Source: an optimization exercise on an open RTL-to-GDS flow (aim: small area and a short achievable clock period). Production flows keep margins and buffers that such runs may drop.
Where RTL was checked, it was by simulation tests only, not by an equivalence proof against the original.
Only the layout flow was run in run 3; the RTL was not checked for function there.
Power and IR drop assume default switching activity.

==> flow/design.v <==
module machine (
    input wire clk,
    input wire reset,
    input wire changes,
    output reg st_in,
    output reg st_buff,
    output reg st_out,
    output wire n_in,
    output wire n_hold,
    output wire n_out,
    output wire p_take,
    output wire p_keep
);
assign n_in = ~st_in | reset;
assign n_hold = ~st_buff | reset;
assign n_out = ~st_out | reset;
assign p_take = ~st_buff | reset;
assign p_keep = st_buff | reset;
reg cur_buff, cur_out;
always @(posedge clk) begin
    if (reset) begin
        cur_buff <= 1'b0;
        cur_out <= 1'b0;
        st_in <= 1'b1;
        st_buff <= 1'b0;
        st_out <= 1'b0;
    end else begin
        if (changes) begin
            cur_buff <= ~cur_buff;
            cur_out <= cur_buff;
        end
        st_in <= ~(cur_buff | cur_out);
        st_buff <= cur_buff;
        st_out <= cur_out;
    end
end
endmodule
module shift_register_inputs (
    input wire clk,
    input wire n_in,
    input wire n_hold,
    input wire n_out,
    input wire [7:0] data_in,
    input wire [1:0] selector_output,
    input wire [7:0] s0, s1, s2, s3,
    input wire [3:0] neg_r,
    output reg [7:0] x0, x1, x2, x3,
    output reg [7:0] network_outputs
);
wire [3:0] kill = neg_r | {4{n_out}};
always @(posedge clk) begin
    x0 <= (~data_in | {8{n_in}}) & (x0 | {8{n_hold}}) & (~s0 | {8{kill[0]}});
    x1 <= (x0 | {8{n_in}}) & (x1 | {8{n_hold}}) & (~s1 | {8{kill[1]}});
    x2 <= (x1 | {8{n_in}}) & (x2 | {8{n_hold}}) & (~s2 | {8{kill[2]}});
    x3 <= (x2 | {8{n_in}}) & (x3 | {8{n_hold}}) & (~s3 | {8{kill[3]}});
end
always @(posedge clk) begin
    case (selector_output)
        2'd0: network_outputs <= ~x0;
        2'd1: network_outputs <= ~x1;
        2'd2: network_outputs <= ~x2;
        default: network_outputs <= ~x3;
    endcase
end
endmodule
module register_parameters (
    input wire clk,
    input wire take,
    input wire keep,
    input wire [7:0] data_in,
    output reg [191:0] p
);
always @(posedge clk)
    p <= ({~data_in, p[191:8]} | {192{take}}) & (p | {192{keep}});
endmodule
module perceptron(
    input [7:0] xn0,
    input [7:0] xn1,
    input [7:0] xn2,
    input [7:0] xn3,
    input [7:0] wn0,
    input [7:0] wn1,
    input [7:0] wn2,
    input [7:0] wn3,
    input [7:0] bn,
    input [7:0] thn,
    output [7:0] s,
    output neg_r
);
wire p0 = ~xn0[0] & ~wn0[0];
wire p1 = ~xn0[0] & ~wn0[1];
wire p2 = ~xn0[0] & ~wn0[2];
wire p3 = ~xn0[0] & ~wn0[3];
wire p4 = ~xn0[0] & ~wn0[4];
wire p5 = ~xn0[0] & ~wn0[5];
wire p6 = ~xn0[0] & ~wn0[6];
wire p7 = ~xn0[0] & ~wn0[7];
wire p8 = ~xn0[1] & ~wn0[0];
wire p9 = ~xn0[1] & ~wn0[1];
wire p10 = ~xn0[1] & ~wn0[2];
wire p11 = ~xn0[1] & ~wn0[3];
wire p12 = ~xn0[1] & ~wn0[4];
wire p13 = ~xn0[1] & ~wn0[5];
wire p14 = ~xn0[1] & ~wn0[6];
wire p15 = ~xn0[2] & ~wn0[0];
wire p16 = ~xn0[2] & ~wn0[1];
wire p17 = ~xn0[2] & ~wn0[2];
wire p18 = ~xn0[2] & ~wn0[3];
wire p19 = ~xn0[2] & ~wn0[4];
wire p20 = ~xn0[2] & ~wn0[5];
wire p21 = ~xn0[3] & ~wn0[0];
wire p22 = ~xn0[3] & ~wn0[1];
wire p23 = ~xn0[3] & ~wn0[2];
wire p24 = ~xn0[3] & ~wn0[3];
wire p25 = ~xn0[3] & ~wn0[4];
wire p26 = ~xn0[4] & ~wn0[0];
wire p27 = ~xn0[4] & ~wn0[1];
wire p28 = ~xn0[4] & ~wn0[2];
wire p29 = ~xn0[4] & ~wn0[3];
wire p30 = ~xn0[5] & ~wn0[0];
wire p31 = ~xn0[5] & ~wn0[1];
wire p32 = ~xn0[5] & ~wn0[2];
wire p33 = ~xn0[6] & ~wn0[0];
wire p34 = ~xn0[6] & ~wn0[1];
wire p35 = ~xn0[7] & ~wn0[0];
wire p36 = ~xn1[0] & ~wn1[0];
wire p37 = ~xn1[0] & ~wn1[1];
wire p38 = ~xn1[0] & ~wn1[2];
wire p39 = ~xn1[0] & ~wn1[3];
wire p40 = ~xn1[0] & ~wn1[4];
wire p41 = ~xn1[0] & ~wn1[5];
wire p42 = ~xn1[0] & ~wn1[6];
wire p43 = ~xn1[0] & ~wn1[7];
wire p44 = ~xn1[1] & ~wn1[0];
wire p45 = ~xn1[1] & ~wn1[1];
wire p46 = ~xn1[1] & ~wn1[2];
wire p47 = ~xn1[1] & ~wn1[3];
wire p48 = ~xn1[1] & ~wn1[4];
wire p49 = ~xn1[1] & ~wn1[5];
wire p50 = ~xn1[1] & ~wn1[6];
wire p51 = ~xn1[2] & ~wn1[0];
wire p52 = ~xn1[2] & ~wn1[1];
wire p53 = ~xn1[2] & ~wn1[2];
wire p54 = ~xn1[2] & ~wn1[3];
wire p55 = ~xn1[2] & ~wn1[4];
wire p56 = ~xn1[2] & ~wn1[5];
wire p57 = ~xn1[3] & ~wn1[0];
wire p58 = ~xn1[3] & ~wn1[1];
wire p59 = ~xn1[3] & ~wn1[2];
wire p60 = ~xn1[3] & ~wn1[3];
wire p61 = ~xn1[3] & ~wn1[4];
wire p62 = ~xn1[4] & ~wn1[0];
wire p63 = ~xn1[4] & ~wn1[1];
wire p64 = ~xn1[4] & ~wn1[2];
wire p65 = ~xn1[4] & ~wn1[3];
wire p66 = ~xn1[5] & ~wn1[0];
wire p67 = ~xn1[5] & ~wn1[1];
wire p68 = ~xn1[5] & ~wn1[2];
wire p69 = ~xn1[6] & ~wn1[0];
wire p70 = ~xn1[6] & ~wn1[1];
wire p71 = ~xn1[7] & ~wn1[0];
wire p72 = ~xn2[0] & ~wn2[0];
wire p73 = ~xn2[0] & ~wn2[1];
wire p74 = ~xn2[0] & ~wn2[2];
wire p75 = ~xn2[0] & ~wn2[3];
wire p76 = ~xn2[0] & ~wn2[4];
wire p77 = ~xn2[0] & ~wn2[5];
wire p78 = ~xn2[0] & ~wn2[6];
wire p79 = ~xn2[0] & ~wn2[7];
wire p80 = ~xn2[1] & ~wn2[0];
wire p81 = ~xn2[1] & ~wn2[1];
wire p82 = ~xn2[1] & ~wn2[2];
wire p83 = ~xn2[1] & ~wn2[3];
wire p84 = ~xn2[1] & ~wn2[4];
wire p85 = ~xn2[1] & ~wn2[5];
wire p86 = ~xn2[1] & ~wn2[6];
wire p87 = ~xn2[2] & ~wn2[0];
wire p88 = ~xn2[2] & ~wn2[1];
wire p89 = ~xn2[2] & ~wn2[2];
wire p90 = ~xn2[2] & ~wn2[3];
wire p91 = ~xn2[2] & ~wn2[4];
wire p92 = ~xn2[2] & ~wn2[5];
wire p93 = ~xn2[3] & ~wn2[0];
wire p94 = ~xn2[3] & ~wn2[1];
wire p95 = ~xn2[3] & ~wn2[2];
wire p96 = ~xn2[3] & ~wn2[3];
wire p97 = ~xn2[3] & ~wn2[4];
wire p98 = ~xn2[4] & ~wn2[0];
wire p99 = ~xn2[4] & ~wn2[1];
wire p100 = ~xn2[4] & ~wn2[2];
wire p101 = ~xn2[4] & ~wn2[3];
wire p102 = ~xn2[5] & ~wn2[0];
wire p103 = ~xn2[5] & ~wn2[1];
wire p104 = ~xn2[5] & ~wn2[2];
wire p105 = ~xn2[6] & ~wn2[0];
wire p106 = ~xn2[6] & ~wn2[1];
wire p107 = ~xn2[7] & ~wn2[0];
wire p108 = ~xn3[0] & ~wn3[0];
wire p109 = ~xn3[0] & ~wn3[1];
wire p110 = ~xn3[0] & ~wn3[2];
wire p111 = ~xn3[0] & ~wn3[3];
wire p112 = ~xn3[0] & ~wn3[4];
wire p113 = ~xn3[0] & ~wn3[5];
wire p114 = ~xn3[0] & ~wn3[6];
wire p115 = ~xn3[0] & ~wn3[7];
wire p116 = ~xn3[1] & ~wn3[0];
wire p117 = ~xn3[1] & ~wn3[1];
wire p118 = ~xn3[1] & ~wn3[2];
wire p119 = ~xn3[1] & ~wn3[3];
wire p120 = ~xn3[1] & ~wn3[4];
wire p121 = ~xn3[1] & ~wn3[5];
wire p122 = ~xn3[1] & ~wn3[6];
wire p123 = ~xn3[2] & ~wn3[0];
wire p124 = ~xn3[2] & ~wn3[1];
wire p125 = ~xn3[2] & ~wn3[2];
wire p126 = ~xn3[2] & ~wn3[3];
wire p127 = ~xn3[2] & ~wn3[4];
wire p128 = ~xn3[2] & ~wn3[5];
wire p129 = ~xn3[3] & ~wn3[0];
wire p130 = ~xn3[3] & ~wn3[1];
wire p131 = ~xn3[3] & ~wn3[2];
wire p132 = ~xn3[3] & ~wn3[3];
wire p133 = ~xn3[3] & ~wn3[4];
wire p134 = ~xn3[4] & ~wn3[0];
wire p135 = ~xn3[4] & ~wn3[1];
wire p136 = ~xn3[4] & ~wn3[2];
wire p137 = ~xn3[4] & ~wn3[3];
wire p138 = ~xn3[5] & ~wn3[0];
wire p139 = ~xn3[5] & ~wn3[1];
wire p140 = ~xn3[5] & ~wn3[2];
wire p141 = ~xn3[6] & ~wn3[0];
wire p142 = ~xn3[6] & ~wn3[1];
wire p143 = ~xn3[7] & ~wn3[0];
wire s0_144, c0_145;
csa_fa u146 (~bn[0], p0, p36, s0_144, c0_145);
wire h0_147, k0_148;
csa_ha u149 (p72, p108, h0_147, k0_148);
wire s1_150, c1_151;
csa_fa u152 (~bn[1], p1, p8, s1_150, c1_151);
wire s1_153, c1_154;
csa_fa u155 (p37, p44, p73, s1_153, c1_154);
wire s1_156, c1_157;
csa_fa u158 (p80, p109, p116, s1_156, c1_157);
wire s1_159, c1_160;
csa_fa u161 (k0_148, c0_145, s1_150, s1_159, c1_160);
wire h1_162, k1_163;
csa_ha u164 (s1_153, s1_156, h1_162, k1_163);
wire s2_165, c2_166;
csa_fa u167 (~bn[2], p2, p9, s2_165, c2_166);
wire s2_168, c2_169;
csa_fa u170 (p15, p38, p45, s2_168, c2_169);
wire s2_171, c2_172;
csa_fa u173 (p51, p74, p81, s2_171, c2_172);
wire s2_174, c2_175;
csa_fa u176 (p87, p110, p117, s2_174, c2_175);
wire s2_177, c2_178;
csa_fa u179 (p123, c1_151, c1_154, s2_177, c2_178);
wire s2_180, c2_181;
csa_fa u182 (c1_157, s2_165, s2_168, s2_180, c2_181);
wire s2_183, c2_184;
csa_fa u185 (s2_171, s2_174, k1_163, s2_183, c2_184);
wire s2_186, c2_187;
csa_fa u188 (c1_160, s2_177, s2_180, s2_186, c2_187);
wire s3_189, c3_190;
csa_fa u191 (~bn[3], p3, p10, s3_189, c3_190);
wire s3_192, c3_193;
csa_fa u194 (p16, p21, p39, s3_192, c3_193);
wire s3_195, c3_196;
csa_fa u197 (p46, p52, p57, s3_195, c3_196);
wire s3_198, c3_199;
csa_fa u200 (p75, p82, p88, s3_198, c3_199);
wire s3_201, c3_202;
csa_fa u203 (p93, p111, p118, s3_201, c3_202);
wire s3_204, c3_205;
csa_fa u206 (p124, p129, c2_166, s3_204, c3_205);
wire s3_207, c3_208;
csa_fa u209 (c2_169, c2_172, c2_175, s3_207, c3_208);
wire s3_210, c3_211;
csa_fa u212 (s3_189, s3_192, s3_195, s3_210, c3_211);
wire s3_213, c3_214;
csa_fa u215 (s3_198, s3_201, c2_178, s3_213, c3_214);
wire s3_216, c3_217;
csa_fa u218 (c2_181, s3_204, s3_207, s3_216, c3_217);
wire s3_219, c3_220;
csa_fa u221 (s3_210, c2_184, s3_213, s3_219, c3_220);
wire h3_222, k3_223;
csa_ha u224 (c2_187, s3_216, h3_222, k3_223);
wire s4_225, c4_226;
csa_fa u227 (~bn[4], p4, p11, s4_225, c4_226);
wire s4_228, c4_229;
csa_fa u230 (p17, p22, p26, s4_228, c4_229);
wire s4_231, c4_232;
csa_fa u233 (p40, p47, p53, s4_231, c4_232);
wire s4_234, c4_235;
csa_fa u236 (p58, p62, p76, s4_234, c4_235);
wire s4_237, c4_238;
csa_fa u239 (p83, p89, p94, s4_237, c4_238);
wire s4_240, c4_241;
csa_fa u242 (p98, p112, p119, s4_240, c4_241);
wire s4_243, c4_244;
csa_fa u245 (p125, p130, p134, s4_243, c4_244);
wire s4_246, c4_247;
csa_fa u248 (c3_190, c3_193, c3_196, s4_246, c4_247);
wire s4_249, c4_250;
csa_fa u251 (c3_199, c3_202, s4_225, s4_249, c4_250);
wire s4_252, c4_253;
csa_fa u254 (s4_228, s4_231, s4_234, s4_252, c4_253);
wire s4_255, c4_256;
csa_fa u257 (s4_237, s4_240, s4_243, s4_255, c4_256);
wire s4_258, c4_259;
csa_fa u260 (c3_205, c3_208, c3_211, s4_258, c4_259);
wire s4_261, c4_262;
csa_fa u263 (s4_246, s4_249, s4_252, s4_261, c4_262);
wire s4_264, c4_265;
csa_fa u266 (s4_255, c3_214, c3_217, s4_264, c4_265);
wire s4_267, c4_268;
csa_fa u269 (s4_258, s4_261, k3_223, s4_267, c4_268);
wire h4_270, k4_271;
csa_ha u272 (c3_220, s4_264, h4_270, k4_271);
wire s5_273, c5_274;
csa_fa u275 (~bn[5], p5, p12, s5_273, c5_274);
wire s5_276, c5_277;
csa_fa u278 (p18, p23, p27, s5_276, c5_277);
wire s5_279, c5_280;
csa_fa u281 (p30, p41, p48, s5_279, c5_280);
wire s5_282, c5_283;
csa_fa u284 (p54, p59, p63, s5_282, c5_283);
wire s5_285, c5_286;
csa_fa u287 (p66, p77, p84, s5_285, c5_286);
wire s5_288, c5_289;
csa_fa u290 (p90, p95, p99, s5_288, c5_289);
wire s5_291, c5_292;
csa_fa u293 (p102, p113, p120, s5_291, c5_292);
wire s5_294, c5_295;
csa_fa u296 (p126, p131, p135, s5_294, c5_295);
wire s5_297, c5_298;
csa_fa u299 (p138, c4_226, c4_229, s5_297, c5_298);
wire s5_300, c5_301;
csa_fa u302 (c4_232, c4_235, c4_238, s5_300, c5_301);
wire s5_303, c5_304;
csa_fa u305 (c4_241, c4_244, s5_273, s5_303, c5_304);
wire s5_306, c5_307;
csa_fa u308 (s5_276, s5_279, s5_282, s5_306, c5_307);
wire s5_309, c5_310;
csa_fa u311 (s5_285, s5_288, s5_291, s5_309, c5_310);
wire s5_312, c5_313;
csa_fa u314 (s5_294, c4_247, c4_250, s5_312, c5_313);
wire s5_315, c5_316;
csa_fa u317 (c4_253, c4_256, s5_297, s5_315, c5_316);
wire s5_318, c5_319;
csa_fa u320 (s5_300, s5_303, s5_306, s5_318, c5_319);
wire s5_321, c5_322;
csa_fa u323 (s5_309, c4_259, c4_262, s5_321, c5_322);
wire s5_324, c5_325;
csa_fa u326 (s5_312, s5_315, s5_318, s5_324, c5_325);
wire s5_327, c5_328;
csa_fa u329 (c4_265, s5_321, c4_268, s5_327, c5_328);
wire h5_330, k5_331;
csa_ha u332 (k4_271, s5_324, h5_330, k5_331);
wire s6_333, c6_334;
csa_fa u335 (~bn[6], p6, p13, s6_333, c6_334);
wire s6_336, c6_337;
csa_fa u338 (p19, p24, p28, s6_336, c6_337);
wire s6_339, c6_340;
csa_fa u341 (p31, p33, p42, s6_339, c6_340);
wire s6_342, c6_343;
csa_fa u344 (p49, p55, p60, s6_342, c6_343);
wire s6_345, c6_346;
csa_fa u347 (p64, p67, p69, s6_345, c6_346);
wire s6_348, c6_349;
csa_fa u350 (p78, p85, p91, s6_348, c6_349);
wire s6_351, c6_352;
csa_fa u353 (p96, p100, p103, s6_351, c6_352);
wire s6_354, c6_355;
csa_fa u356 (p105, p114, p121, s6_354, c6_355);
wire s6_357, c6_358;
csa_fa u359 (p127, p132, p136, s6_357, c6_358);
wire s6_360, c6_361;
csa_fa u362 (p139, p141, c5_274, s6_360, c6_361);
wire s6_363, c6_364;
csa_fa u365 (c5_277, c5_280, c5_283, s6_363, c6_364);
wire s6_366, c6_367;
csa_fa u368 (c5_286, c5_289, c5_292, s6_366, c6_367);
wire s6_369, c6_370;
csa_fa u371 (c5_295, s6_333, s6_336, s6_369, c6_370);
wire s6_372, c6_373;
csa_fa u374 (s6_339, s6_342, s6_345, s6_372, c6_373);
wire s6_375, c6_376;
csa_fa u377 (s6_348, s6_351, s6_354, s6_375, c6_376);
wire s6_378, c6_379;
csa_fa u380 (s6_357, c5_298, c5_301, s6_378, c6_379);
wire s6_381, c6_382;
csa_fa u383 (c5_304, c5_307, c5_310, s6_381, c6_382);
wire s6_384, c6_385;
csa_fa u386 (s6_360, s6_363, s6_366, s6_384, c6_385);
wire s6_387, c6_388;
csa_fa u389 (s6_369, s6_372, s6_375, s6_387, c6_388);
wire s6_390, c6_391;
csa_fa u392 (c5_313, c5_316, s6_378, s6_390, c6_391);
wire s6_393, c6_394;
csa_fa u395 (c5_319, s6_381, s6_384, s6_393, c6_394);
wire s6_396, c6_397;
csa_fa u398 (s6_387, c5_322, s6_390, s6_396, c6_397);
wire s6_399, c6_400;
csa_fa u401 (c5_325, s6_393, k5_331, s6_399, c6_400);
wire h6_402, k6_403;
csa_ha u404 (s6_396, c5_328, h6_402, k6_403);
wire x405;
csa_x u406 (~bn[7], p7, x405);
wire x407;
csa_x u408 (p14, p20, x407);
wire x409;
csa_x u410 (p25, p29, x409);
wire x411;
csa_x u412 (p32, p34, x411);
wire x413;
csa_x u414 (p35, p43, x413);
wire x415;
csa_x u416 (p50, p56, x415);
wire x417;
csa_x u418 (p61, p65, x417);
wire x419;
csa_x u420 (p68, p70, x419);
wire x421;
csa_x u422 (p71, p79, x421);
wire x423;
csa_x u424 (p86, p92, x423);
wire x425;
csa_x u426 (p97, p101, x425);
wire x427;
csa_x u428 (p104, p106, x427);
wire x429;
csa_x u430 (p107, p115, x429);
wire x431;
csa_x u432 (p122, p128, x431);
wire x433;
csa_x u434 (p133, p137, x433);
wire x435;
csa_x u436 (p140, p142, x435);
wire x437;
csa_x u438 (p143, x405, x437);
wire x439;
csa_x u440 (x407, x409, x439);
wire x441;
csa_x u442 (x411, x413, x441);
wire x443;
csa_x u444 (x415, x417, x443);
wire x445;
csa_x u446 (x419, x421, x445);
wire x447;
csa_x u448 (x423, x425, x447);
wire x449;
csa_x u450 (x427, x429, x449);
wire x451;
csa_x u452 (x431, x433, x451);
wire x453;
csa_x u454 (x435, c6_334, x453);
wire x455;
csa_x u456 (c6_337, c6_340, x455);
wire x457;
csa_x u458 (c6_343, c6_346, x457);
wire x459;
csa_x u460 (c6_349, c6_352, x459);
wire x461;
csa_x u462 (c6_355, c6_358, x461);
wire x463;
csa_x u464 (x437, x439, x463);
wire x465;
csa_x u466 (x441, x443, x465);
wire x467;
csa_x u468 (x445, x447, x467);
wire x469;
csa_x u470 (x449, x451, x469);
wire x471;
csa_x u472 (x453, x455, x471);
wire x473;
csa_x u474 (x457, x459, x473);
wire x475;
csa_x u476 (x461, x463, x475);
wire x477;
csa_x u478 (x465, x467, x477);
wire x479;
csa_x u480 (x469, c6_361, x479);
wire x481;
csa_x u482 (c6_364, c6_367, x481);
wire x483;
csa_x u484 (x471, x473, x483);
wire x485;
csa_x u486 (x475, x477, x485);
wire x487;
csa_x u488 (c6_370, c6_373, x487);
wire x489;
csa_x u490 (c6_376, x479, x489);
wire x491;
csa_x u492 (x481, x483, x491);
wire x493;
csa_x u494 (x485, x487, x493);
wire x495;
csa_x u496 (x489, x491, x495);
wire x497;
csa_x u498 (c6_379, c6_382, x497);
wire x499;
csa_x u500 (c6_385, x493, x499);
wire x501;
csa_x u502 (c6_388, x495, x501);
wire x503;
csa_x u504 (x497, x499, x503);
wire x505;
csa_x u506 (x501, x503, x505);
wire x507;
csa_x u508 (c6_391, c6_394, x507);
wire x509;
csa_x u510 (x505, x507, x509);
wire x511;
csa_x u512 (c6_397, x509, x511);
wire x513;
csa_x u514 (x511, c6_400, x513);
wire x515;
csa_x u516 (k6_403, x513, x515);
wire th0_517, tk0_518;
csa_ha u519 (s0_144, h0_147, th0_517, tk0_518);
wire ts1_520, tc1_521;
csa_fa u522 (s1_159, h1_162, thn[1], ts1_520, tc1_521);
wire ts2_523, tc2_524;
csa_fa u525 (s2_183, s2_186, thn[2], ts2_523, tc2_524);
wire ts3_526, tc3_527;
csa_fa u528 (s3_219, h3_222, thn[3], ts3_526, tc3_527);
wire ts4_529, tc4_530;
csa_fa u531 (s4_267, h4_270, thn[4], ts4_529, tc4_530);
wire ts5_532, tc5_533;
csa_fa u534 (s5_327, h5_330, thn[5], ts5_532, tc5_533);
wire ts6_535, tc6_536;
csa_fa u537 (s6_399, h6_402, thn[6], ts6_535, tc6_536);
wire tx538;
csa_x u539 (x515, thn[7], tx538);
wire tx540;
csa_x u541 (tx538, tc6_536, tx540);
wire [6:0] ra = {s6_399, s5_327, s4_267, s3_219, s2_183, s1_159, s0_144};
wire [6:0] rb = {h6_402, h5_330, h4_270, h3_222, s2_186, h1_162, h0_147};
wire [7:0] lo = {1'b0, ra} + {1'b0, rb};
assign s = {x515 ^ lo[7], lo[6:0]};
wire [6:0] ta = {tc5_533, tc4_530, tc3_527, tc2_524, tc1_521, tk0_518, thn[0]};
wire [6:0] tb = {ts6_535, ts5_532, ts4_529, ts3_526, ts2_523, ts1_520, th0_517};
wire [7:0] tl = {1'b0, ta} + {1'b0, tb} + 8'd1;
assign neg_r = tx540 ^ tl[7];
endmodule
module csa_fa(input a, input b, input c, output s, output co);
assign s = a ^ b ^ c;
assign co = (a & b) | (a & c) | (b & c);
endmodule
module csa_ha(input a, input b, output s, output co);
assign s = a ^ b;
assign co = a & b;
endmodule
module csa_x(input a, input b, output s);
assign s = a ^ b;
endmodule
module neural_network (
    input wire clk,
    input wire reset,
    input wire changes,
    input wire [1:0] selector_output,
    input wire [7:0] data_in,
    output wire [7:0] network_outputs
);
wire st_in, st_buff, st_out;
wire n_in, n_hold, n_out, p_take, p_keep;
machine machine_inst (
    .clk(clk), .reset(reset), .changes(changes),
    .st_in(st_in), .st_buff(st_buff), .st_out(st_out),
    .n_in(n_in), .n_hold(n_hold), .n_out(n_out), .p_take(p_take), .p_keep(p_keep)
);
wire [191:0] p;
register_parameters reg_params_inst (
    .clk(clk), .take(p_take), .keep(p_keep), .data_in(data_in), .p(p)
);
wire [7:0] x0, x1, x2, x3;
wire [7:0] s0, s1, s2, s3;
wire [3:0] neg_r;
shift_register_inputs shift_reg_inst (
    .clk(clk), .n_in(n_in), .n_hold(n_hold), .n_out(n_out),
    .data_in(data_in), .selector_output(selector_output),
    .s0(s0), .s1(s1), .s2(s2), .s3(s3), .neg_r(neg_r),
    .x0(x0), .x1(x1), .x2(x2), .x3(x3),
    .network_outputs(network_outputs)
);
wire [7:0] w00 = p[7:0];
wire [7:0] w01 = p[15:8];
wire [7:0] w02 = p[23:16];
wire [7:0] w03 = p[31:24];
wire [7:0] b0 = p[39:32];
wire [7:0] th0 = p[47:40];
wire [7:0] w10 = p[55:48];
wire [7:0] w11 = p[63:56];
wire [7:0] w12 = p[71:64];
wire [7:0] w13 = p[79:72];
wire [7:0] b1 = p[87:80];
wire [7:0] th1 = p[95:88];
wire [7:0] w20 = p[103:96];
wire [7:0] w21 = p[111:104];
wire [7:0] w22 = p[119:112];
wire [7:0] w23 = p[127:120];
wire [7:0] b2 = p[135:128];
wire [7:0] th2 = p[143:136];
wire [7:0] w30 = p[151:144];
wire [7:0] w31 = p[159:152];
wire [7:0] w32 = p[167:160];
wire [7:0] w33 = p[175:168];
wire [7:0] b3 = p[183:176];
wire [7:0] th3 = p[191:184];
perceptron perceptron0 (.xn0(x0), .xn1(x1), .xn2(x2), .xn3(x3), .wn0(w00), .wn1(w01), .wn2(w02), .wn3(w03), .bn(b0), .thn(th0), .s(s0), .neg_r(neg_r[0]));
perceptron perceptron1 (.xn0(x0), .xn1(x1), .xn2(x2), .xn3(x3), .wn0(w10), .wn1(w11), .wn2(w12), .wn3(w13), .bn(b1), .thn(th1), .s(s1), .neg_r(neg_r[1]));
perceptron perceptron2 (.xn0(x0), .xn1(x1), .xn2(x2), .xn3(x3), .wn0(w20), .wn1(w21), .wn2(w22), .wn3(w23), .bn(b2), .thn(th2), .s(s2), .neg_r(neg_r[2]));
perceptron perceptron3 (.xn0(x0), .xn1(x1), .xn2(x2), .xn3(x3), .wn0(w30), .wn1(w31), .wn2(w32), .wn3(w33), .bn(b3), .thn(th3), .s(s3), .neg_r(neg_r[3]));
endmodule
==> flow/run.sh <==
#!/bin/bash
# synth_recipe.tcl (not shown) runs the flow's synth.tcl, then flattens the netlist and writes it again
# the make line also repeats each setting of config.mk as NAME=value (left out here)
make -C /OpenROAD-flow-scripts/flow DESIGN_CONFIG=/design/flow/config.mk WORK_HOME=/design/flow/orfs CLKGATE_MAP_FILE= SYNTH_SCRIPT=/design/flow/synth_recipe.tcl finish
==> flow/config.mk <==
export PLATFORM = sky130hd
export DESIGN_NAME = neural_network
export DESIGN_NICKNAME = neural_network
export VERILOG_FILES = /design/flow/design.v
export SDC_FILE = /design/flow/constraint.sdc
export NUM_CORES = 4
export LEC_CHECK = 0
export CAP_MARGIN = 20
export CORE_MARGIN = 2
export CORE_UTILIZATION = 40
export CTS_BUF_LIST = sky130_fd_sc_hd__clkbuf_4 sky130_fd_sc_hd__clkbuf_8
export SETUP_SLACK_MARGIN = 4.5
export SLEW_MARGIN = 20
export SYNTH_HIERARCHICAL = 1
==> flow/constraint.sdc <==
create_clock -name core_clock -period 9.0 [get_ports {clk}]
set_input_delay 1.8000 -clock core_clock [delete_from_list [all_inputs] [get_ports {clk}]]
set_output_delay 1.8000 -clock core_clock [all_outputs]
set_load 0.01 [all_outputs]
==> flow_metrics.tcl, run 1 <==
set metrics [dict create \
    status "finished clean" \
    wirelength_um 72690 \
    wl_per_cell_um 25.36 \
    synth_ff_type "dfxtp_1" \
    dieArea_um2 54190 \
    track_usage_pct 27.15 \
    clock_latency_ns 0.66 \
    cts_buffers 45 \
    drive_gt1_share_pct 22.75 \
    syn_nets 2494 \
    min_path_type "reg -> reg" \
    die_w_um 232.8 \
    cts_max_level 2 \
    dpl_cell_area_um2 21970 \
    fin_crit_ns 5.407 \
    synth_cell_types 40 \
    layout.nets 2595 \
    vdd_drop_max_v 0.00007939 \
    ant_nets 0 \
    worst_pin_slew_ns 1.021 \
    coreArea_um2 51510 \
    num_rows 83 \
    clkTransAtPathRegs_ns 0.06 \
    syn_area_per_cell_um2 10.22 \
    cp.arrival_ns 5.93 \
    overflow 0 \
    antenna_found_initial 1 \
    die_height_um 232.8 \
    async_flop_share_pct 0 \
    critPathKind "reg -> reg" \
    dp.final_hpwl_um 44510 \
    powerDensity_nw_per_um2 100.4 \
    ys_warn_count 9 \
    path_max_fanout 8 \
    num_io_pins 21 \
    synth_area_um2 20940 \
    ys_seq_area_share_pct 22.66 \
    grt_max_degree 218 \
    cts_tree "built" \
    via_per_inst 5.773 \
    layout_commonest_cell "nor2_1" \
    rsz0062_at_grt "yes" \
    end_kind "flop" \
    drv_slew 0 \
    pre_cts_ws_ns 3.330 \
    fillers 4707 \
    regArea_um2 4926 \
    cp.required_ns 9.52 \
    syn-instance-count 2049 \
    vias 16550 \
    leakagePower_nw 11.77 \
    drc 0 \
    cp-start-kind "flop" \
    multi_input_area_um2 16270 \
    fin_crit_sh_pct 60.07 \
    port_buffers 20 \
    setup_tns_ns 0 \
    routabilityCongestion 0.8934 \
    drtPass1Iterations 6 \
    hold_violations 0 \
    fmax_mhz 185.0 \
    setup_viol 0 \
    finalClockSkew_ns 0.04297 \
    grt_pass1_wl_um 108400 \
    cts-root-buf "clkbuf_8" \
    syn2layout_area_growth_pct 20.01 \
    grt_pass1_vias 17590 \
    ys_ff_latch 237 \
    final_cell_mix "544 x nor2_1, 288 x fa_1, 232 x xor2_1" \
    finalInstanceArea_um2 25130 \
    max_cap_viol_count 0 \
    clock_sinks 237 \
    slew_headroom_pct 31.96 \
    clockBufferDepth 3 \
    postCtsHoldBufs 0 \
    drt-initial-drc-count 1587 \
    fin_ws_ns 3.593 \
    synth_edf_count 0 \
    start_util_pct 40.65 \
]
per-layer routing:
layer	share of wire [%]	vias up	GRT usage, %
li1	-	6981	-
met1	38	8340	33.50
met2	45	939	43.58
met3	10	286	7.978
met4	6.1	0	12.96
met5	0	-	0
power by group:
part	internal, W	switching (W)
Sequential	0.00106	0.0000315
Clock	0.000646	0.000529
Combinational	0.000107	0.000152
Total	0.00181	0.000712
synthesized netlist by cell type (2+ instances only):
library cell	instances	area share, %
nor2b_1	2	0.060
a21o_1	4	0.14
o21ai_1	4	0.096
o211ai_1	4	0.14
dfxtp_1	237	23
a21boi_0	4	0.14
mux4_2	8	0.86
o41ai_1	4	0.17
o22ai_1	24	0.72
xor2_1	232	9.7
a2111oi_2	4	0.29
xnor2_1	21	0.88
nand2_1	8	0.14
inv_1	69	1.2
and2b_1	4	0.14
a21oi_1	44	1.1
nor3_1	8	0.19
nand2b_1	7	0.21
a21boi_1	4	0.14
o21a_1	4	0.14
fa_1	352	34
o22a_1	184	7.7
nor2_1	614	11
ha_1	80	4.8
a311o_1	4	0.19
o21ai_0	8	0.19
nand3_1	4	0.096
a221oi_1	8	0.33
buf_2	29	0.69
nor4_1	4	0.12
clkbuf_1	33	0.59
a31oi_1	4	0.12
nor3_2	4	0.19
buf_6	19	1.0
metrics by stage:
stage	total power (W)	hold WS, ns	utilization (%)	std cells
floorplan	0.001200	0.4195	-	2049
global route	0.002597	0.4888	48.78	2865
global placement	0.001259	0.4371	42.66	2672
detailed placement	0.001261	0.4339	42.66	2672
CTS	0.002522	0.4642	47.98	2849
finish	0.002523	0.4625	48.78	2866
repair_timing:
action | 4_1_cts | 5_1_grt
endpoints found under the setup margin | 32 | 32
buffers inserted | 95 | 16
pin swaps | 45 | 52
resized for setup | 137 | 57
cloned | 0 | 0
worst max-delay path, cell delays in order (launching register included):
cell and delay, ns:
dfxtp_4 0.39, buf_12 0.13, buf_8 0.13, nor2_4 0.04, fa_1 0.49, fa_1 0.59
fa_1 0.45, fa_1 0.53, ha_2 0.19, fa_2 0.47, fa_1 0.60, ha_4 0.23
nand2_4 0.09, nor2_2 0.06, a2111oi_4 0.39, xnor2_2 0.13, nor2_2 0.13, buf_6 0.18
a21oi_2 0.06
flip-flops by register name, indices dropped and copies added (netlist names):
signal,count
shift_reg_inst.x1,8
machine_inst.cur_buff,1
shift_reg_inst.network_outputs,8
machine_inst.st_buff,1
reg_params_inst.p,192
shift_reg_inst.x2,8
shift_reg_inst.x3,8
machine_inst.st_out,1
machine_inst.cur_out,1
shift_reg_inst.x0,8
machine_inst.st_in,1
layout make-up:
class	instances	area share [%]
Clock inverter	18	0.6523
Multi-Input combinational cell	1659	64.76
Antenna cell	1	0.009959
Sequential cell	237	19.60
Inverter	70	1.046
Clock buffer	64	3.232
Tap cell	680	3.386
Timing Repair Buffer	137	7.310
worst paths after layout:
check             slack [ns]  depth (start not counted)                   end            startpoint
setup reg to reg        3.59                         18  shift_reg_inst.x1[6]  shift_reg_inst.x0[2]
hold / removal          0.46                          1    machine_inst.st_in  machine_inst.cur_out
setup / recovery        3.59                         18  shift_reg_inst.x1[6]  shift_reg_inst.x0[2]
hold reg to reg         0.46                          1    machine_inst.st_in  machine_inst.cur_out
per-module statistics from Yosys, one instance, submodules excluded, excerpt:
module | flops+latches | cells | copies in the design | area [um^2]
csa_x | 0 | 1 | 232 | 8.758
shift_register_inputs | 40 | 133 | 1 | 1446
csa_ha | 0 | 1 | 28 | 12.51
perceptron | 0 | 214 | 4 | 1028
machine | 5 | 17 | 1 | 178.9
csa_fa | 0 | 1 | 348 | 20.02
register_parameters | 192 | 435 | 1 | 5851
cells by family (layout without fill, tap and decap cells):
kind of cell | Yosys count | count (layout) | synth area share [%]
other cells | 0 | 1 | 0
xor+xnor | 253 | 253 | 10.58
simple gates | 656 | 656 | 12.19
buf+inv | 153 | 289 | 3.621
fa+ha+maj | 432 | 432 | 38.43
compound gates | 309 | 309 | 11.60
mux | 9 | 9 | 0.9083
flops | 237 | 237 | 22.66
==> run 2: changes to the inputs <==
--- a/flow/config.mk
+++ b/flow/config.mk
@@ -8,7 +8,6 @@
 export CAP_MARGIN = 20
 export CORE_MARGIN = 2
 export CORE_UTILIZATION = 40
-export CTS_BUF_LIST = sky130_fd_sc_hd__clkbuf_4 sky130_fd_sc_hd__clkbuf_8
-export SETUP_SLACK_MARGIN = 4.5
+export SETUP_SLACK_MARGIN = 4
 export SLEW_MARGIN = 20
 export SYNTH_HIERARCHICAL = 1
==> run 2 against run 1 <==
  * Global-route usage down 0.44 points
  * Utilization is 0.37 points lower
  * Non-clock buffer count increased by 13
  * Register-to-register slack better by 0.04 ns
  * Area after synthesis did not move
  * Maximum frequency rose by 0.66%
  * Final area decreased by 0.76%
==> flow_metrics.tcl, run 2 <==
set metrics [dict create \
    clkTransAtPathRegs_ns 0.06 \
    syn2layout_area_growth_pct 19.09 \
    setup_viol 0 \
    crit_path_cell_trace "buf_12 -> nor2_4 -> fa_1 -> fa_1 -> fa_1 -> fa_1 -> ha_2 -> fa_2 -> fa_1 -> ha_4 -> nand2_4 -> nor2_4 -> a2111oi_4 -> xnor2_2 -> nor2_2 -> buf_6 -> a21oi_2" \
    yosys.area_share.simple_pct 12.19 \
    cp-start-kind "flop" \
    cts_max_level 1 \
    slew_headroom_pct 36.29 \
    cts-root-buf "clkbuf_16" \
    fin_crit_sh_pct 59.68 \
    layout_commonest_cell "nor2_1" \
    synth_ff_type "dfxtp_1" \
    vias 16230 \
    num_rows 83 \
    syn-instance-count 2049 \
    drv_slew 0 \
    total_power_w 0.002500 \
    rrSetupSlack_ns 3.63 \
    critPathKind "reg -> reg" \
    synth.area.top_cells "fa_1 34%, dfxtp_1 23%, nor2_1 11%, xor2_1 9.7%, o22a_1 7.7%" \
    yosys.area_share.adder_pct 38.43 \
    cts_buffers 28 \
    min_path_type "reg -> reg" \
    synth_edf_count 0 \
    via_per_inst 5.701 \
    r2r-end "shift_reg_inst.x1[0]" \
    synth_compound_area_share_pct 11.60 \
    r2r-start "shift_reg_inst.x0[0]" \
    crit_top_cell "fa_1" \
    yosys.cell_count.top_type "nor2_1" \
    synth.top_cell.area_share_pct 33.65 \
    status "finished clean" \
    die_w_um 232.8 \
    cp.arrival_ns 5.83 \
    hold-worst-slack_ns 0.4616 \
    rsz0062_at_grt "yes" \
    fin_crit_ns 5.371 \
    endpoint "shift_reg_inst.x1[0]" \
    fillers 4684 \
    setup_tns_ns 0 \
    clock_sinks 237 \
    synth_area_um2 20940 \
    worst_pin_slew_ns 0.9557 \
    coreArea_um2 51510 \
    wl_per_cell_um 24.89 \
    regMostFlops "reg_params_inst.p" \
    max_cap_viol_count 0 \
    die_height_um 232.8 \
    yosys-top-cells-count "614 x nor2_1, 352 x fa_1, 237 x dfxtp_1" \
    layout.nets 2591 \
    cts_tree "built" \
    leakagePower_nw 11.79 \
    synth_cell_types 40 \
    wirelength_um 70860 \
    cpMaxStageDelayCell "fa_1" \
    dp.final_hpwl_um 44830 \
    antennaDiodeCount 0 \
    cpPeakStageDelay_ns 0.61 \
    synth_top_cell_by_area "fa_1" \
    clockBufferDepth 3 \
    ys_ff_latch 237 \
    drc 0 \
    end_kind "flop" \
    cp-startpoint "shift_reg_inst.x0[0]" \
    fmax_mhz 186.2 \
    num_io_pins 21 \
    ys_seq_area_share_pct 22.66 \
    powerDensity_nw_per_um2 100.3 \
    dieArea_um2 54190 \
    grt_pass1_vias 17350 \
    async_flop_share_pct 0 \
    r2r_cells 17 \
    routabilityCongestion 0.8925 \
    grt_pass1_wl_um 107700 \
    ys_warn_count 9 \
    drive_gt1_share_pct 19.52 \
    cp.required_ns 9.46 \
    synth_xor_area_share_pct 10.58 \
    syn_area_per_cell_um2 10.22 \
    start_util_pct 40.65 \
    ant_nets 0 \
    path_max_fanout 6 \
    hold_violations 0 \
    drt-initial-drc-count 1316 \
    drtPass1Iterations 5 \
    port_buffers 20 \
    syn_nets 2494 \
    antenna_found_initial 1 \
    grt_max_degree 85 \
    synthMuxAreaShare_pct 0.9083 \
    overflow 0 \
    vdd_drop_max_v 0.0001338 \
    finalClockSkew_ns 0.01392 \
    postCtsHoldBufs 0 \
    hold_path_depth 1 \
    clock_latency_ns 0.58 \
    synth_top_family_by_area "adder cells" \
    final_cell_mix "568 x nor2_1, 307 x fa_1, 232 x xor2_1" \
    largest_reg_flops 192 \
    track_usage_pct 26.71 \
]
## run 2: cell counts after synthesis
No cell type changed its count.
## run 2: final cells by class
| cell class | count | area [um^2] | share of cell area (%) |
|---|---|---|---|
| clock inverters | 11 | 77.57 | 0.3111 |
| repair buffers | 150 | 1854 | 7.436 |
| inverters | 70 | 262.8 | 1.054 |
| well taps | 680 | 850.8 | 3.412 |
| flip-flops and latches | 237 | 4905 | 19.67 |
| clock buffers | 40 | 859.6 | 3.447 |
| multi-input cells | 1659 | 16130 | 64.67 |
## run 2: cell families (layout without fill, tap and decap cells)
kind of cell    count (synthesis)  in the layout
simple gates                  656            656
fa+ha+maj                     432            432
compound gates                309            309
xor+xnor                      253            253
flops                         237            237
buf+inv                       153            271
mux                             9              9
## run 2: repair_timing
item                                    in CTS  in global routing
resized for setup                          180                 84
pin swaps                                   82                 70
buffers inserted                           106                 12
gates cloned                                 1                  0
endpoints found under the setup margin      32                 32
## run 2: per-stage QoR
step,instance area (um^2),std cells,utilization [%],setup WS (ns)
2_1_floorplan,21140,2049,-,3.954
3_3_place_gp,21650,2677,42.04,2.885
3_5_place_dp,21650,2677,42.04,2.888
4_1_cts,24520,2835,47.60,3.637
5_1_grt,24940,2847,48.41,3.545
6_report,24940,2847,48.41,3.629
## run 2: where the power goes
group          switching, W  internal [W]
sequential        0.0000329       0.00106
combinational      0.000149      0.000106
clock              0.000488      0.000665
## run 2: critical path: cells and delay by family (launching register included)
kind | cells | cell delay [ns]
adders and majority gates | 8 | 3.58
xor gates and xnor gates | 1 | 0.15
buffers and inverters | 2 | 0.32
and+or+nand+nor | 4 | 0.32
AOI/OAI and AO/OA | 2 | 0.44
DFF | 1 | 0.42
## run 2: how the worst min path moves through the flow
stage                         startpoint                  to
detailed placement  machine_inst.cur_out  machine_inst.st_in
finish              machine_inst.cur_out  machine_inst.st_in
floorplan           machine_inst.cur_out  machine_inst.st_in
CTS                 machine_inst.cur_out  machine_inst.st_in
global placement    machine_inst.cur_out  machine_inst.st_in
global route        machine_inst.cur_out  machine_inst.st_in
## run 2: routing by layer
metal / up-vias / global-route usage [%] / part of all wire [%]
met5: - / 0 / 0
met3: 163 / 4.841 / 8.8
met2: 767 / 42.62 / 45
met4: 0 / 9.455 / 4.3
li1: 6959 / - / -
met1: 8341 / 36.40 / 42
## run 2: per-module statistics from Yosys, one instance, submodules excluded, excerpt
module | flops+latches | cell area, um^2 | copies in the design
csa_x | 0 | 8.758 | 232
shift_register_inputs | 40 | 1446 | 1
register_parameters | 192 | 5851 | 1
csa_fa | 0 | 20.02 | 348
csa_ha | 0 | 12.51 | 28
perceptron | 0 | 1028 | 4
machine | 5 | 178.9 | 1
==> run 3: changes to the inputs <==
--- a/flow/design.v
+++ b/flow/design.v
@@ -63,6 +63,24 @@
     endcase
 end
 endmodule
+module input_copy (
+    input wire clk,
+    input wire n_in,
+    input wire n_hold,
+    input wire n_out,
+    input wire [7:0] data_in,
+    input wire [7:0] s0, s1, s2, s3,
+    input wire [3:0] neg_r,
+    output reg [7:0] x0, x1, x2, x3
+);
+wire [3:0] kill = neg_r | {4{n_out}};
+always @(posedge clk) begin
+    x0 <= (~data_in | {8{n_in}}) & (x0 | {8{n_hold}}) & (~s0 | {8{kill[0]}});
+    x1 <= (x0 | {8{n_in}}) & (x1 | {8{n_hold}}) & (~s1 | {8{kill[1]}});
+    x2 <= (x1 | {8{n_in}}) & (x2 | {8{n_hold}}) & (~s2 | {8{kill[2]}});
+    x3 <= (x2 | {8{n_in}}) & (x3 | {8{n_hold}}) & (~s3 | {8{kill[3]}});
+end
+endmodule
 module register_parameters (
     input wire clk,
     input wire take,
@@ -584,6 +602,13 @@
     .x0(x0), .x1(x1), .x2(x2), .x3(x3),
     .network_outputs(network_outputs)
 );
+wire [7:0] y0, y1, y2, y3;
+input_copy input_copy_inst (
+    .clk(clk), .n_in(n_in), .n_hold(n_hold), .n_out(n_out),
+    .data_in(data_in),
+    .s0(s0), .s1(s1), .s2(s2), .s3(s3), .neg_r(neg_r),
+    .x0(y0), .x1(y1), .x2(y2), .x3(y3)
+);
 wire [7:0] w00 = p[7:0];
 wire [7:0] w01 = p[15:8];
 wire [7:0] w02 = p[23:16];
@@ -610,6 +635,6 @@
 wire [7:0] th3 = p[191:184];
 perceptron perceptron0 (.xn0(x0), .xn1(x1), .xn2(x2), .xn3(x3), .wn0(w00), .wn1(w01), .wn2(w02), .wn3(w03), .bn(b0), .thn(th0), .s(s0), .neg_r(neg_r[0]));
 perceptron perceptron1 (.xn0(x0), .xn1(x1), .xn2(x2), .xn3(x3), .wn0(w10), .wn1(w11), .wn2(w12), .wn3(w13), .bn(b1), .thn(th1), .s(s1), .neg_r(neg_r[1]));
-perceptron perceptron2 (.xn0(x0), .xn1(x1), .xn2(x2), .xn3(x3), .wn0(w20), .wn1(w21), .wn2(w22), .wn3(w23), .bn(b2), .thn(th2), .s(s2), .neg_r(neg_r[2]));
-perceptron perceptron3 (.xn0(x0), .xn1(x1), .xn2(x2), .xn3(x3), .wn0(w30), .wn1(w31), .wn2(w32), .wn3(w33), .bn(b3), .thn(th3), .s(s3), .neg_r(neg_r[3]));
+perceptron perceptron2 (.xn0(y0), .xn1(y1), .xn2(y2), .xn3(y3), .wn0(w20), .wn1(w21), .wn2(w22), .wn3(w23), .bn(b2), .thn(th2), .s(s2), .neg_r(neg_r[2]));
+perceptron perceptron3 (.xn0(y0), .xn1(y1), .xn2(y2), .xn3(y3), .wn0(w30), .wn1(w31), .wn2(w32), .wn3(w33), .bn(b3), .thn(th3), .s(s3), .neg_r(neg_r[3]));
 endmodule
--- a/flow/config.mk
+++ b/flow/config.mk
@@ -8,6 +8,6 @@
 export CAP_MARGIN = 20
 export CORE_MARGIN = 2
 export CORE_UTILIZATION = 40
-export SETUP_SLACK_MARGIN = 4
+export SETUP_SLACK_MARGIN = 4.5
 export SLEW_MARGIN = 20
 export SYNTH_HIERARCHICAL = 1
==> run 3 against run 2 <==
  * Non-clock buffer count is 31 higher
  * Synthesized cell count is 5.4% higher
  * Clock skew is 0.0048 ns higher
  * Sequential share of layout area is 1.7 points higher
  * Hold slack worse by 0.012 ns
  * Still clean on timing, DRC and antenna
  * Sequential cell count is 32 higher
  * Via count is 7.0% higher
  * Critical endpoint is now shift_reg_inst.x0[0]
  * Wire length is 2.9% higher
  * Sequential power is 16% higher
  * Largest cell class unchanged
  * Utilization is 0.29 points higher
  * Cell count is 5.8% higher
  * Worst setup slack better by 0.046 ns
==> flow_metrics.tcl, run 3 <==
set metrics [dict create \
    status "finished clean" \
    fillers 4898 \
    syn_area_per_cell_um2 10.22 \
    ys_ff_latch 269 \
    path_max_fanout 9 \
    yosys-top-cells-count "629 x nor2_1, 352 x fa_1, 269 x dfxtp_1" \
    cts_max_level 1 \
    regArea_um2 5713 \
    rrSetupSlack_ns 3.67 \
    clkTransAtPathRegs_ns 0.06 \
    wl_per_cell_um 24.21 \
    overflow 0 \
    die_w_um 238.9 \
    wirelength_um 72920 \
    synth_top_cell_by_area "fa_1" \
    clock_latency_ns 0.60 \
    fmax_mhz 187.8 \
    finalInstanceArea_um2 26670 \
    layout_commonest_cell "nor2_1" \
    hold_path_depth 1 \
    cp.arrival_ns 5.82 \
    grt_pass1_vias 18610 \
    leakagePower_nw 12.05 \
    async_flop_share_pct 0 \
    synth_area_um2 22070 \
    synth.top_cell.area_share_pct 31.93 \
    syn2layout_area_growth_pct 20.88 \
    vdd_drop_max_v 0.0001478 \
    dpl_cell_area_um2 23010 \
    min_from "machine_inst.cur_out" \
    finalClockSkew_ns 0.01876 \
    final_cell_mix "547 x nor2_1, 270 x fa_1, 230 x xor2_1" \
    slew_headroom_pct 25.48 \
    drive_gt1_share_pct 25.95 \
    die_height_um 238.9 \
    switching_share_pct 26.01 \
    ant_nets 0 \
    track_usage_pct 25.73 \
    grt_pass1_wl_um 111600 \
    antennaDiodeCount 0 \
    worst_pin_slew_ns 1.118 \
    drt-initial-drc-count 1441 \
    synth_ff_type "dfxtp_1" \
    drtPass1Iterations 5 \
    setup_viol 0 \
    routabilityCongestion 0.8958 \
    ys_warn_count 10 \
    syn_nets 2605 \
    grt_max_degree 250 \
    syn-instance-count 2160 \
    r2r-end "shift_reg_inst.x0[0]" \
    antenna_found_initial 0 \
    synth_edf_count 0 \
    end_kind "flop" \
    clockBufferDepth 3 \
    fin_crit_sh_pct 59.17 \
    r2r-start "shift_reg_inst.x1[3]" \
    dieArea_um2 57060 \
    synth_cell_types 40 \
    min_path_type "reg -> reg" \
    power_frac_clock_pct 47.1 \
    via_per_inst 5.764 \
    rsz0062_at_grt "yes" \
    setup_tns_ns 0 \
    synth.area.top_cells "fa_1 32%, dfxtp_1 24%, nor2_1 11%, xor2_1 9.2%, o22a_1 7.3%" \
    max_cap_viol_count 0 \
    coreArea_um2 54770 \
    powerDensity_nw_per_um2 106.6 \
    postCtsHoldBufs 0 \
    num_io_pins 21 \
    cp.required_ns 9.50 \
    pwr-share-comb_pct 8.6 \
    vias 17360 \
    largest_reg_flops 192 \
    yosys.cell_count.top_type "nor2_1" \
    dp.final_hpwl_um 48140 \
    hold_violations 0 \
    cts-root-buf "clkbuf_16" \
    cp-start-kind "flop" \
    port_buffers 20 \
    start_util_pct 40.29 \
    r2r_cells 17 \
    multi_input_area_um2 16920 \
    internal_power_w 0.002103 \
    critPathKind "reg -> reg" \
    holdPathEnd "machine_inst.st_in" \
    layout.nets 2730 \
    fin_crit_ns 5.326 \
    regMostFlops "reg_params_inst.p" \
    cts_buffers 31 \
    p_seq_share_pct 44.2 \
    clock_sinks 269 \
    ys_seq_area_share_pct 24.40 \
    cts_tree "built" \
    power_switching_w 0.0007393 \
    num_rows 86 \
    drv_slew 0 \
    drc 0 \
]
==> run 3: changes by cell type after synthesis, sizes merged <==
| cell | before | now |
|---|---|---|
| a21o | 4 | 0 |
| buf | 49 | 55 |
| a221oi | 8 | 16 |
| a21oi | 44 | 68 |
| and2b | 4 | 0 |
| nor2 | 614 | 630 |
| inv | 70 | 71 |
| nand3 | 4 | 0 |
| o22ai | 24 | 48 |
| nand3b | 0 | 4 |
| dfxtp | 237 | 269 |
| nor2b | 2 | 10 |
==> run 3: area by class of cell <==
type	instances	area share (%)
inverter	71	0.9992
multi-input combinational	1731	63.43
tap	704	3.302
sequential	269	21.42
clock buffer	43	3.457
timing repair buffer	181	6.802
clock inverter	13	0.5910
==> run 3: worst max path at each step <==
stage | startpoint | to | slack, ns | depth (start not counted)
2_1_floorplan | shift_reg_inst.x0[0] | shift_reg_inst.x0[0] | 3.95 | 16
3_3_place_gp | input_copy_inst.x3[0] | input_copy_inst.x3[0] | 3.31 | 16
3_5_place_dp | input_copy_inst.x3[0] | input_copy_inst.x2[2] | 3.16 | 16
4_1_cts | input_copy_inst.x1[0] | input_copy_inst.x2[2] | 3.68 | 19
5_1_grt | shift_reg_inst.x1[4] | shift_reg_inst.x0[2] | 3.52 | 17
6_report | shift_reg_inst.x1[3] | shift_reg_inst.x0[0] | 3.67 | 17
==> run 3: cell families after synthesis <==
group,synth area share (%)
buffers and inverters,3.623
xor gates and xnor gates,10.04
muxes,0.8619
DFF,24.40
adders and majority gates,36.47
AOI/OAI and AO/OA,12.59
and+or+nand+nor,12.01
==> run 3: repair_timing <==
action,in CTS,in global routing
pin swaps,72,68
setup buffers,136,20
setup endpoints to repair,64,64
gates resized for setup,267,103
==> run 3: stage by stage <==
stage / total power [W] / std cells / util (%) / worst slack (ns) / hold WS [ns]
2_1_floorplan: 0.001372 / 2160 / - / 3.950 / 0.4195
3_3_place_gp: 0.001435 / 2800 / 42.00 / 3.306 / 0.4410
3_5_place_dp: 0.001438 / 2800 / 42.00 / 3.156 / 0.4455
4_1_cts: 0.002854 / 2992 / 47.75 / 3.684 / 0.4582
5_1_grt: 0.002930 / 3012 / 48.70 / 3.522 / 0.4928
6_report: 0.002842 / 3012 / 48.70 / 3.674 / 0.4495
==> run 3: routing by layer <==
layer	up-vias	GRT usage [%]	wire length [um]	part of all wire [%]
met5	-	0	0	0
met4	0	10.59	3247	4.5
met3	201	4.169	5752	7.9
met2	795	41.31	33720	46
met1	8915	34.64	30200	41
li1	7449	-	-	-
==> run 3: critical path: stages (launching register included) <==
cell and delay [ns]:
dfxtp_4 0.45, nor2_1 0.09, fa_1 0.46, fa_1 0.51
fa_1 0.57, fa_1 0.43, ha_2 0.20, fa_1 0.48
fa_1 0.60, ha_4 0.23, nand2_4 0.07, nor2_2 0.05
a2111oi_4 0.32, xnor2_2 0.16, buf_6 0.15, nor2_4 0.04
buf_12 0.18, a221oi_2 0.22
==> run 3: per-module statistics from Yosys, one instance, submodules excluded, excerpt <==
module,flops+latches,cells inside
csa_x,0,1
perceptron,0,215
shift_register_inputs,40,133
csa_ha,0,1
input_copy,32,107
register_parameters,192,435
csa_fa,0,1
==> run 3: power by group through the flow <==
stage | logic [W] | clock network, W | registers [W]
after global routing | 0.000257 | 0.00142 | 0.00126
final | 0.000246 | 0.00134 | 0.00126
after global placement | 0.000111 | 0 | 0.00132
after detailed placement | 0.000114 | 0 | 0.00132
after CTS | 0.000229 | 0.00137 | 0.00126
after floorplan | 0.000103 | 0 | 0.00127
==> run 4: changes to the inputs <==
--- a/flow/design.v
+++ b/flow/design.v
@@ -63,24 +63,6 @@
     endcase
 end
 endmodule
-module input_copy (
-    input wire clk,
-    input wire n_in,
-    input wire n_hold,
-    input wire n_out,
-    input wire [7:0] data_in,
-    input wire [7:0] s0, s1, s2, s3,
-    input wire [3:0] neg_r,
-    output reg [7:0] x0, x1, x2, x3
-);
-wire [3:0] kill = neg_r | {4{n_out}};
-always @(posedge clk) begin
-    x0 <= (~data_in | {8{n_in}}) & (x0 | {8{n_hold}}) & (~s0 | {8{kill[0]}});
-    x1 <= (x0 | {8{n_in}}) & (x1 | {8{n_hold}}) & (~s1 | {8{kill[1]}});
-    x2 <= (x1 | {8{n_in}}) & (x2 | {8{n_hold}}) & (~s2 | {8{kill[2]}});
-    x3 <= (x2 | {8{n_in}}) & (x3 | {8{n_hold}}) & (~s3 | {8{kill[3]}});
-end
-endmodule
 module register_parameters (
     input wire clk,
     input wire take,
@@ -535,32 +517,12 @@
 csa_x u514 (x511, c6_400, x513);
 wire x515;
 csa_x u516 (k6_403, x513, x515);
-wire th0_517, tk0_518;
-csa_ha u519 (s0_144, h0_147, th0_517, tk0_518);
-wire ts1_520, tc1_521;
-csa_fa u522 (s1_159, h1_162, thn[1], ts1_520, tc1_521);
-wire ts2_523, tc2_524;
-csa_fa u525 (s2_183, s2_186, thn[2], ts2_523, tc2_524);
-wire ts3_526, tc3_527;
-csa_fa u528 (s3_219, h3_222, thn[3], ts3_526, tc3_527);
-wire ts4_529, tc4_530;
-csa_fa u531 (s4_267, h4_270, thn[4], ts4_529, tc4_530);
-wire ts5_532, tc5_533;
-csa_fa u534 (s5_327, h5_330, thn[5], ts5_532, tc5_533);
-wire ts6_535, tc6_536;
-csa_fa u537 (s6_399, h6_402, thn[6], ts6_535, tc6_536);
-wire tx538;
-csa_x u539 (x515, thn[7], tx538);
-wire tx540;
-csa_x u541 (tx538, tc6_536, tx540);
 wire [6:0] ra = {s6_399, s5_327, s4_267, s3_219, s2_183, s1_159, s0_144};
 wire [6:0] rb = {h6_402, h5_330, h4_270, h3_222, s2_186, h1_162, h0_147};
 wire [7:0] lo = {1'b0, ra} + {1'b0, rb};
 assign s = {x515 ^ lo[7], lo[6:0]};
-wire [6:0] ta = {tc5_533, tc4_530, tc3_527, tc2_524, tc1_521, tk0_518, thn[0]};
-wire [6:0] tb = {ts6_535, ts5_532, ts4_529, ts3_526, ts2_523, ts1_520, th0_517};
-wire [7:0] tl = {1'b0, ta} + {1'b0, tb} + 8'd1;
-assign neg_r = tx540 ^ tl[7];
+wire [7:0] rr = s + thn + 8'd1;
+assign neg_r = rr[7];
 endmodule
 module csa_fa(input a, input b, input c, output s, output co);
 assign s = a ^ b ^ c;
@@ -602,13 +564,6 @@
     .x0(x0), .x1(x1), .x2(x2), .x3(x3),
     .network_outputs(network_outputs)
 );
-wire [7:0] y0, y1, y2, y3;
-input_copy input_copy_inst (
-    .clk(clk), .n_in(n_in), .n_hold(n_hold), .n_out(n_out),
-    .data_in(data_in),
-    .s0(s0), .s1(s1), .s2(s2), .s3(s3), .neg_r(neg_r),
-    .x0(y0), .x1(y1), .x2(y2), .x3(y3)
-);
 wire [7:0] w00 = p[7:0];
 wire [7:0] w01 = p[15:8];
 wire [7:0] w02 = p[23:16];
@@ -635,6 +590,6 @@
 wire [7:0] th3 = p[191:184];
 perceptron perceptron0 (.xn0(x0), .xn1(x1), .xn2(x2), .xn3(x3), .wn0(w00), .wn1(w01), .wn2(w02), .wn3(w03), .bn(b0), .thn(th0), .s(s0), .neg_r(neg_r[0]));
 perceptron perceptron1 (.xn0(x0), .xn1(x1), .xn2(x2), .xn3(x3), .wn0(w10), .wn1(w11), .wn2(w12), .wn3(w13), .bn(b1), .thn(th1), .s(s1), .neg_r(neg_r[1]));
-perceptron perceptron2 (.xn0(y0), .xn1(y1), .xn2(y2), .xn3(y3), .wn0(w20), .wn1(w21), .wn2(w22), .wn3(w23), .bn(b2), .thn(th2), .s(s2), .neg_r(neg_r[2]));
-perceptron perceptron3 (.xn0(y0), .xn1(y1), .xn2(y2), .xn3(y3), .wn0(w30), .wn1(w31), .wn2(w32), .wn3(w33), .bn(b3), .thn(th3), .s(s3), .neg_r(neg_r[3]));
+perceptron perceptron2 (.xn0(x0), .xn1(x1), .xn2(x2), .xn3(x3), .wn0(w20), .wn1(w21), .wn2(w22), .wn3(w23), .bn(b2), .thn(th2), .s(s2), .neg_r(neg_r[2]));
+perceptron perceptron3 (.xn0(x0), .xn1(x1), .xn2(x2), .xn3(x3), .wn0(w30), .wn1(w31), .wn2(w32), .wn3(w33), .bn(b3), .thn(th3), .s(s3), .neg_r(neg_r[3]));
 endmodule
==> run 4 against run 3 <==
  * Still clean on timing, DRC and antenna
  * Maximum frequency fell by 0.26%
  * Final area down 7.0%
  * Critical path depth grew 2
  * Utilization is 0.82 points higher
  * Sequential share of layout area is 1.5 points lower
  * Sequential cell count fell by 32
  * Die area down 8.2%
  * Register-to-register slack hardly changed
  * Total power is 11% lower
  * Sequential power is 13% lower
  * Critical endpoint is now shift_reg_inst.x0[4]
==> flow_metrics.tcl, run 4 <==
set metrics [dict create \
    clockBufferDepth 3 \
    cts-root-buf "clkbuf_16" \
    synth_ff_type "dfxtp_1" \
    drc 0 \
    syn_nets 2394 \
    yosys-top-cells-count "602 x nor2_1, 328 x fa_1, 237 x dfxtp_1" \
    ys_ff_latch 237 \
    cp.depth 19 \
    regMostFlops "reg_params_inst.p" \
    status "finished clean" \
    crit_path_cell_trace "buf_12 -> buf_16 -> buf_4 -> nor2_1 -> fa_1 -> fa_1 -> fa_1 -> fa_1 -> ha_4 -> ha_4 -> xnor2_4 -> ha_4 -> nand4_1 -> a21oi_2 -> nor2_2 -> xnor2_1 -> xor2_1 -> nor2_4 -> a221oi_2" \
    critPathKind "reg -> reg" \
    synth_area_um2 20230 \
    yosys.cell_count.top_type "nor2_1" \
    port_buffers 20 \
    num_rows 82 \
    wl_per_cell_um 25.22 \
    drt-initial-drc-count 1460 \
    setup_viol 0 \
    syn-instance-count 1977 \
    routabilityCongestion 0.9104 \
    cp.required_ns 9.46 \
    ant_nets 0 \
    leakagePower_nw 11.73 \
    cp_top_family "adder cells" \
    ys_seq_area_share_pct 23.46 \
    worst_pin_slew_ns 0.9224 \
    die_w_um 228.9 \
    cpPeakStageDelay_ns 0.61 \
    coreArea_um2 50070 \
    cp.arrival_ns 5.80 \
    finalClockSkew_ns 0.01937 \
    drv_slew 0 \
    largest_reg_flops 192 \
    track_usage_pct 26.68 \
    final_util_pct 49.52 \
    vias 15910 \
    async_flop_share_pct 0 \
    antennaDiodeCount 0 \
    grt_pass1_vias 17050 \
    power_switching_w 0.0006631 \
    syn_area_per_cell_um2 10.23 \
    path_max_fanout 8 \
    ys_warn_count 9 \
    synth_cell_types 33 \
    cts_max_level 1 \
    switching_share_pct 26.26 \
    fin_crit_sh_pct 59.33 \
    cts_buffers 28 \
    powerDensity_nw_per_um2 101.8 \
    setup_tns_ns 0 \
    dp.final_hpwl_um 41970 \
    synth.area.top_cells "fa_1 32%, dfxtp_1 23%, nor2_1 11%, xor2_1 10%, o22a_1 8.0%" \
    via_per_inst 5.747 \
    clock_sinks 237 \
    rsz0062_at_grt "yes" \
    power_frac_clock_pct 46.4 \
    cpMaxStageDelayCell "fa_1" \
    layout.nets 2492 \
    crit_top_cell "fa_1" \
    dpl_cell_area_um2 21290 \
    overflow 0 \
    grt_max_degree 87 \
    slew_headroom_pct 38.42 \
    postCtsHoldBufs 0 \
    p_seq_share_pct 43.1 \
    num_io_pins 21 \
    drive_gt1_share_pct 24.03 \
    total_power_w 0.002525 \
    end_kind "flop" \
    antenna_found_initial 1 \
    max_cap_viol_count 0 \
    layout_commonest_cell "nor2_1" \
    fillers 4520 \
    r2r_cells 19 \
    min_path_type "reg -> reg" \
    internal_power_w 0.001862 \
    fmax_mhz 187.3 \
    synth_top_cell_by_area "fa_1" \
    clock_latency_ns 0.58 \
    wirelength_um 69850 \
    drtPass1Iterations 7 \
    cts_tree "built" \
    hold_violations 0 \
    final_cell_mix "526 x nor2_1, 264 x fa_1, 236 x xor2_1" \
    path_buf_inv 3 \
    vdd_drop_max_v 0.0001121 \
    clkTransAtPathRegs_ns 0.06 \
    finalInstanceArea_um2 24800 \
    cp-start-kind "flop" \
    dieArea_um2 52390 \
    fin_crit_ns 5.339 \
    syn2layout_area_growth_pct 22.58 \
    hold-worst-slack_ns 0.4533 \
    die_height_um 228.9 \
    synth_edf_count 0 \
    hold_path_depth 1 \
    pwr-share-comb_pct 10.5 \
    start_util_pct 40.40 \
    grt_pass1_wl_um 105200 \
    synth.top_cell.area_share_pct 32.46 \
]
run 4: cell types whose count changed after synthesis, moves of 12 or more:
cell	delta
nor2_1	-27
dfxtp_1	-32
nand3_1	+12
a21oi_1	-12
inv_1	-24
a21o_1	+12
o22ai_1	-24
fa_1	-24
run 4: cells by family (layout without fill, tap and decap cells):
kind of cell / after synthesis / after routing / share of synthesized area (%)
AOI/OAI and AO/OA: 305 / 305 / 11.69
buffers and inverters: 129 / 249 / 3.303
adders and majority gates: 404 / 404 / 37.16
xor gates and xnor gates: 257 / 257 / 11.28
and+or+nand+nor: 636 / 636 / 12.17
DFF: 237 / 237 / 23.46
muxes: 9 / 9 / 0.9402
run 4: power by group through the flow:
stage          Sequential [W]  Combinational (W)  Clock [W]
2_1_floorplan         0.00111          0.0000856          0
3_3_place_gp          0.00117          0.0000911          0
3_5_place_dp          0.00117          0.0000927          0
4_1_cts               0.00109           0.000241    0.00119
5_1_grt               0.00109           0.000270    0.00123
6_report              0.00109           0.000264    0.00117
run 4: metrics by stage:
stage,cells,setup slack [ns]
4_1_cts,2758,3.780
2_1_floorplan,1977,4.126
3_5_place_dp,2591,3.102
3_3_place_gp,2591,3.169
5_1_grt,2769,3.510
6_report,2769,3.661
run 4: path summary, 6_finish.rpt:
check | startpoint | to | slack [ns]
min reg2reg | machine_inst.cur_out | machine_inst.st_in | 0.45
max | shift_reg_inst.x1[1] | shift_reg_inst.x0[4] | 3.66
max reg2reg | shift_reg_inst.x1[1] | shift_reg_inst.x0[4] | 3.66
min | machine_inst.cur_out | machine_inst.st_in | 0.45
run 4: per-module statistics from Yosys, one instance, submodules excluded, excerpt:
module | cells inside | flip-flops and latches | area, um^2 | copies in the design
csa_fa | 1 | 0 | 20.02 | 324
csa_ha | 1 | 0 | 12.51 | 24
csa_x | 1 | 0 | 8.758 | 224
machine | 17 | 5 | 178.9 | 1
perceptron | 205 | 0 | 1001 | 4
register_parameters | 435 | 192 | 5851 | 1
shift_register_inputs | 133 | 40 | 1446 | 1
run 4: final cells by class:
| cell class | count | area (um^2) | share of cell area [%] |
|---|---|---|---|
| clock buffers | 41 | 830.8 | 3.351 |
| clock inverters | 11 | 115.1 | 0.4642 |
| inverters | 46 | 172.7 | 0.6964 |
| multi-input cells | 1611 | 15910 | 64.17 |
| flip-flops and latches | 237 | 4943 | 19.94 |
| well taps | 672 | 840.8 | 3.391 |
| repair buffers | 151 | 1982 | 7.993 |
run 4: per-layer routing:
layer  GRT usage (%)  part of all wire (%)
met5               0                 0.014
met4           14.16                   6.5
met3           5.102                   7.9
met2           43.20                    46
met1           33.92                    40
run 4: timing repair:
action | 4_1_cts | 5_1_grt
gates resized for setup | 178 | 67
gates cloned | 0 | 2
setup buffers | 115 | 9
pin swaps | 73 | 61
setup endpoints to repair | 32 | 32

-- static timing again, ports no longer ideal --
Ports are ideal in the flow. The routed layouts listed here were re-timed in OpenROAD.
Step 1, drivers: a clkbuf_16 drives clk and a buf_2 each remaining input, both assumed.
Step 2, shift: input delay + t, output delay - t, t = (earliest + latest rising clock arrival at the registers) / 2. This alone moves slack from input paths to output paths.
Three values: no drivers, after step 1, after step 2; two values: the first two.
| run | t, ns | setup WS [ns] | latest minus earliest clock arrival (ns) | worst slew at a driven data input, ns |
|---|---|---|---|---|
| run 1 | 0.694 | 3.593 / 3.593 / 3.593 | 0.044 / 0.044 | 0.04 |
| run 2 | 0.634 | 3.629 / 3.629 / 3.629 | 0.015 / 0.014 | 0.04 |
| run 3 | 0.647 | 3.674 / 3.674 / 3.674 | 0.019 / 0.019 | 0.04 |
| run 4 | 0.627 | 3.661 / 3.661 / 3.661 | 0.020 / 0.020 | 0.03 |
After both steps setup and hold are still met in every run listed.
